This is an optimization exercise on Yosys and OpenROAD, whose aim is small area, a short achievable clock period and few clock cycles, not a production implementation.
In this exercise RTL edits were held to simulation tests only and were not proved equivalent to the original.
The clock input has no modelled driver; a real chip could not lean on it and would need a root buffer or a full tree.
Power figures rest on the tool's default switching activity, not on a simulated workload.

==> flow/design.v (excerpt) <==
module ULA (
    input clk,
    input reset,
    input [3:0] seletor,
    output saida,
    output [18:0] rom_addr,
    input [7:0] rom_data,
    output reg [18:0] ram_wraddr,
    output reg [7:0] ram_data,
    output reg ram_wren,
    output reg done
);
Size in the first run: roughly 63 I/O pins, ~4500 sq um of cells after synthesis.
==> module ULA, before the edit <==
module ULA (
    input clk,
    input reset,
    input [3:0] seletor,
    output saida,
    output [18:0] rom_addr,
    input [7:0] rom_data,
    output reg [18:0] ram_wraddr,
    output reg [7:0] ram_data,
    output reg ram_wren,
    output reg done
);
    assign saida = 1'b0;
    wire [5:0] sel = {seletor[3],
                      ~seletor[2] & seletor[1] & seletor[0],
                      ~seletor[2] & ~seletor[1] & seletor[0],
                      ~seletor[2] & ~seletor[0],
                      seletor[1],
                      seletor == 4'b0100};
    reg f4, is_avg, is_dec, is_rep, zm, is_cp;
    reg start;
    always @(posedge clk) {f4, is_avg, is_dec, is_rep, zm, is_cp} <= sel;
    always @(posedge clk or negedge reset) begin
        if (!reset) start <= 1'b1;
        else start <= (sel != {f4, is_avg, is_dec, is_rep, zm, is_cp});
    end
    wire valid = is_avg | is_dec | is_rep | is_cp;
    reg [1:0] c0, c1;
    reg [7:0] col;
    reg [6:0] r;
    reg run;
    wire [1:0] lim0 = is_rep ? {f4, 1'b1} : 2'd0;
    wire [1:0] lim2 = is_rep ? {f4, 1'b1} : 2'd0;
    wire e0 = is_avg ? (r[0] & (~f4 | r[1])) : (c0 == 2'd0);
    wire e2 = (c1 == 2'd0);
    wire ex = (col == (is_dec ? (f4 ? 8'd156 : 8'd158) : 8'd159));
    wire ey = (r == (is_dec ? (f4 ? 7'd116 : 7'd118) : 7'd119));
    wire last = e0 & ex & e2 & ey;
    wire blk_end = e0 & col[0] & (~f4 | col[1]);
    wire [2:0] step = is_dec ? {f4, ~f4, 1'b0} : 3'd1;
    wire [7:0] col_p = col + step;
    wire [6:0] r_p = r + step;
    wire [6:0] r_top = {r[6:2], r[1] & ~f4, 1'b0};
    always @(posedge clk) begin
        if (start) begin
            c0 <= lim0; c1 <= lim2; col <= 0; r <= 0;
        end else begin
            if (!e0) begin
                c0 <= c0 - 1'b1;
                if (is_avg) r <= r_p;
            end else begin
                c0 <= lim0;
                if (!ex) begin
                    col <= col_p;
                    if (is_avg) r <= r_top;
                end else begin
                    col <= 0;
                    if (!e2) c1 <= c1 - 1'b1;
                    else begin
                        c1 <= lim2;
                        r <= r_p;
                    end
                end
            end
        end
    end
    reg [9:0] rh;
    reg [4:0] rl;
    assign rom_addr = {4'b0, rh, rl};
    always @(posedge clk) begin
        rh <= {r, 2'b00} + r + col[7:5];
        rl <= col[4:0];
    end
    reg v0, q0, v1, q1, v2;
    always @(posedge clk) begin
        if (start) run <= valid;
        else if (last) run <= 1'b0;
        v0 <= run & ~start & (~is_avg | blk_end);
        q0 <= run & ~start;
        v1 <= v0 & ~start;
        q1 <= q0 & ~start;
        v2 <= v1 & ~start;
    end
    wire wr = is_avg ? v2 : v1;
    always @(posedge clk or negedge reset) begin
        if (!reset) begin
            ram_wren <= 1'b0; done <= 1'b0;
        end else begin
            ram_wren <= wr & ~start;
            done <= ~start & valid & ~run & ~v0 & ~v1 & ~v2;
        end
    end
    reg f1, f2;
    wire cy1 = wr & f1;
    wire cy2 = cy1 & f2;
    always @(posedge clk) begin
        if (start) begin
            ram_wraddr <= {19{1'b1}};
            f1 <= 1'b1; f2 <= 1'b1;
        end else begin
            ram_wraddr[5:0] <= ram_wraddr[5:0] + wr;
            ram_wraddr[11:6] <= ram_wraddr[11:6] + cy1;
            ram_wraddr[18:12] <= ram_wraddr[18:12] + cy2;
            f1 <= (ram_wraddr[5:0] == (wr ? 6'd62 : 6'd63));
            f2 <= (ram_wraddr[11:6] == (cy1 ? 6'd62 : 6'd63));
        end
    end
    reg [2:0] g0, g1;
    reg [1:0] g2;
    reg [3:0] g3;
    reg k1, k2, k3;
    wire [2:0] h0 = v2 ? 3'd0 : g0;
    wire [2:0] h1 = v2 ? 3'd0 : g1;
    wire [1:0] h2 = v2 ? 2'd0 : g2;
    wire [3:0] h3 = v2 ? 4'd0 : g3;
    wire [3:0] s0 = h0 + rom_data[2:0];
    wire [3:0] s1 = h1 + rom_data[5:3] + (~v2 & k1);
    wire [2:0] s2 = h2 + rom_data[7:6] + (~v2 & k2);
    wire [3:0] s3 = h3 + (~v2 & k3);
    wire [11:0] tot = {g3, g2, g1, g0} + {3'd0, k3, 1'b0, k2, 2'b0, k1, 3'b0};
    always @(posedge clk) begin
        if (q1) begin
            g0 <= s0[2:0]; g1 <= s1[2:0]; g2 <= s2[1:0]; g3 <= s3;
            k1 <= s0[3]; k2 <= s1[3]; k3 <= s2[2];
        end else begin
            g0 <= 3'd0; g1 <= 3'd0; g2 <= 2'd0; g3 <= 4'd0;
            k1 <= 1'b0; k2 <= 1'b0; k3 <= 1'b0;
        end
        if (!is_avg) ram_data <= rom_data;
        else ram_data <= f4 ? tot[11:4] : tot[9:2];
    end
endmodule
export LEC_CHECK = 0
export ABC_AREA = 1
export CAP_MARGIN = 20
export CORE_MARGIN = 2
export CORE_UTILIZATION = 60
export PLACE_DENSITY = 0.75
export SETUP_SLACK_MARGIN = 4.1
export SLEW_MARGIN = 20
create_clock -name core_clock -period 6.0 [get_ports {clk}]
standard.sh (not shown) runs the stock make flow with config.mk's settings and CLKGATE_MAP_FILE= SYNTH_SCRIPT=/design/flow/synth_recipe.tcl, a recipe that flattens the netlist after the stock synthesis.
==> flow/flow/run.sh <==
#!/bin/bash
# Layout flow: the standard ORFS flow with three changes:
#  - synthesis maps adders through ABC like the rest of the logic instead of
#    extracting full/half adder cells first (ADDER_MAP_FILE empty);
#  - plain buf_2 cells as the port buffers instead of the delay buffers
#    buffer_ports picks by default;
#  - the clock tree is four clkbuf_16 cells driven by the clock port, each
#    driving the flip-flops nearest to it (flow/cts_hook.tcl replaces
#    TritonCTS's two-level H-tree).
set -euo pipefail
here=$(cd "$(dirname "$0")" && pwd)
CLKBUF_N=4 bash standard.sh \
  "ADDER_MAP_FILE=" \
  "BUFFER_PORTS_ARGS=-buffer_cell sky130_fd_sc_hd__buf_2" \
  "PRE_CTS_TCL=$here/cts_hook.tcl" \
  finish > orfs_make.log 2>&1
==> flow/flow/cts_hook.tcl <==
# Clock buffering in place of TritonCTS's H-tree: the clock port drives
# CLKBUF_N clkbuf_16 cells (1, 2 or 4), each placed at the centre of the
# flip-flops it drives; the flip-flops are split between them by position.
proc clock_tree_synthesis { args } {
  set nbuf 1
  if { [info exists ::env(CLKBUF_N)] } { set nbuf $::env(CLKBUF_N) }
  set block [ord::get_db_block]
  set clk_net [$block findNet clk]
  set master [[ord::get_db] findMaster sky130_fd_sc_hd__clkbuf_16]
  set sinks {}
  foreach it [$clk_net getITerms] {
    set loc [[$it getInst] getLocation]
    lappend sinks [list $it [lindex $loc 0] [lindex $loc 1]]
  }
  # split into groups: by x, then each half by y
  set groups [list $sinks]
  set axis 1
  while { [llength $groups] < $nbuf } {
    set ng {}
    foreach g $groups {
      set s [lsort -integer -index $axis $g]
      set h [expr {[llength $s] / 2}]
      lappend ng [lrange $s 0 [expr {$h - 1}]] [lrange $s $h end]
    }
    set groups $ng
    set axis [expr {3 - $axis}]
  }
  set i 0
  foreach g $groups {
    set buf [odb::dbInst_create $block $master clkbuf_root_$i]
    set net [odb::dbNet_create $block clknet_root_$i]
    $net setSigType CLOCK
    set sx 0; set sy 0
    foreach s $g {
      set it [lindex $s 0]
      $it disconnect
      $it connect $net
      set sx [expr {$sx + [lindex $s 1]}]; set sy [expr {$sy + [lindex $s 2]}]
    }
    [$buf findITerm A] connect $clk_net
    [$buf findITerm X] connect $net
    set n [llength $g]
    $buf setLocation [expr {$sx / $n}] [expr {$sy / $n}]
    $buf setPlacementStatus PLACED
    puts "clock buffer clkbuf_root_$i drives $n sinks"
    incr i
  }
  $clk_net setSigType CLOCK
}
The starting point passed the timing, design-rule and antenna checks.
Testbench counts at the start, summed over its fixed seeds: cycles 2,494,959.
Rerun with:
--- a/flow/design.v
+++ b/flow/design.v
@@ -102,31 +102,32 @@
             ram_wraddr[11:6] <= ram_wraddr[11:6] + cy1;
             ram_wraddr[18:12] <= ram_wraddr[18:12] + cy2;
             f1 <= (ram_wraddr[5:0] == (wr ? 6'd62 : 6'd63));
             f2 <= (ram_wraddr[11:6] == (cy1 ? 6'd62 : 6'd63));
         end
     end
-    reg [2:0] g0, g1;
-    reg [1:0] g2;
-    reg [3:0] g3;
-    reg k1, k2, k3;
-    wire [2:0] h0 = v2 ? 3'd0 : g0;
-    wire [2:0] h1 = v2 ? 3'd0 : g1;
+    reg [1:0] g0, g1, g2, g3;
+    reg [3:0] g4;
+    reg k1, k2, k3, k4;
+    wire [1:0] h0 = v2 ? 2'd0 : g0;
+    wire [1:0] h1 = v2 ? 2'd0 : g1;
     wire [1:0] h2 = v2 ? 2'd0 : g2;
-    wire [3:0] h3 = v2 ? 4'd0 : g3;
-    wire [3:0] s0 = h0 + rom_data[2:0];
-    wire [3:0] s1 = h1 + rom_data[5:3] + (~v2 & k1);
-    wire [2:0] s2 = h2 + rom_data[7:6] + (~v2 & k2);
-    wire [3:0] s3 = h3 + (~v2 & k3);
-    wire [11:0] tot = {g3, g2, g1, g0} + {3'd0, k3, 1'b0, k2, 2'b0, k1, 3'b0};
+    wire [1:0] h3 = v2 ? 2'd0 : g3;
+    wire [3:0] h4 = v2 ? 4'd0 : g4;
+    wire [2:0] s0 = h0 + rom_data[1:0];
+    wire [2:0] s1 = h1 + rom_data[3:2] + (~v2 & k1);
+    wire [2:0] s2 = h2 + rom_data[5:4] + (~v2 & k2);
+    wire [2:0] s3 = h3 + rom_data[7:6] + (~v2 & k3);
+    wire [3:0] s4 = h4 + (~v2 & k4);
+    wire [11:0] tot = {g4, g3, g2, g1, g0} + {3'd0, k4, 1'b0, k3, 1'b0, k2, 1'b0, k1, 2'b0};
     always @(posedge clk) begin
         if (q1) begin
-            g0 <= s0[2:0]; g1 <= s1[2:0]; g2 <= s2[1:0]; g3 <= s3;
-            k1 <= s0[3]; k2 <= s1[3]; k3 <= s2[2];
+            g0 <= s0[1:0]; g1 <= s1[1:0]; g2 <= s2[1:0]; g3 <= s3[1:0]; g4 <= s4;
+            k1 <= s0[2]; k2 <= s1[2]; k3 <= s2[2]; k4 <= s3[2];
         end else begin
-            g0 <= 3'd0; g1 <= 3'd0; g2 <= 2'd0; g3 <= 4'd0;
-            k1 <= 1'b0; k2 <= 1'b0; k3 <= 1'b0;
+            g0 <= 2'd0; g1 <= 2'd0; g2 <= 2'd0; g3 <= 2'd0; g4 <= 4'd0;
+            k1 <= 1'b0; k2 <= 1'b0; k3 <= 1'b0; k4 <= 1'b0;
         end
         if (!is_avg) ram_data <= rom_data;
         else ram_data <= f4 ? tot[11:4] : tot[9:2];
     end
 endmodule
Result: The new run completed with no timing, DRC or antenna violations; sequential share of layout area falls by 0.13 points; design area rises by 1.2%; routed wire length is about the same; die area rises by 2.5%; power stays flat; utilization hardly moves; global-route usage rises by 0.40 points; synthesized area rises by 2.6%; critical path depth stays the same; fmax falls by 0.64%; setup slack is worse by 12 ps; final cell count rises by 1.8%; via count rises by 2.6%; sequential power rises by about 0.9%.
Testbench counts after the change, summed over its fixed seeds: cycles 2,494,959.
In every run of this note, the design's own scripts or RTL, not TritonCTS, make the clock network.

==> what the ideal ports hide <==
The results above use ideal ports. As a check the final layouts listed here were re-extracted and re-timed, cells and wires unchanged.
Step 1 (the two cells are an assumption about what drives the block):
set clk [get_ports {clk}]
set_driving_cell -lib_cell sky130_fd_sc_hd__clkbuf_16 $clk
set_driving_cell -lib_cell sky130_fd_sc_hd__buf_2 [delete_from_list [all_inputs] $clk]
Step 2, shift: input delay + t, output delay - t, t = (earliest + latest rising clock arrival at the registers) / 2. This alone moves slack from input paths to output paths.
a / b / c = ideal ports / drivers / drivers and shift; a / b = the first two.
| run | t (ns) | slack for setup (ns) | worst hold slack (ns) | latest minus earliest clock arrival (ns) | worst slew at a driven data input, ns |
|---|---|---|---|---|---|
| the first run | 0.228 | 4.127 / 4.050 / 3.937 | 0.386 / 0.386 / 0.386 | 0.013 / 0.013 | 0.06 |
| the second run | 0.235 | 4.115 / 4.033 / 4.027 | 0.411 / 0.411 / 0.411 | 0.012 / 0.012 | 0.06 |
After both steps every run listed still meets setup and hold. For the first run, which loses most, drivers alone change the setup slack by -0.077 ns; drivers and shift together by -0.190 ns.
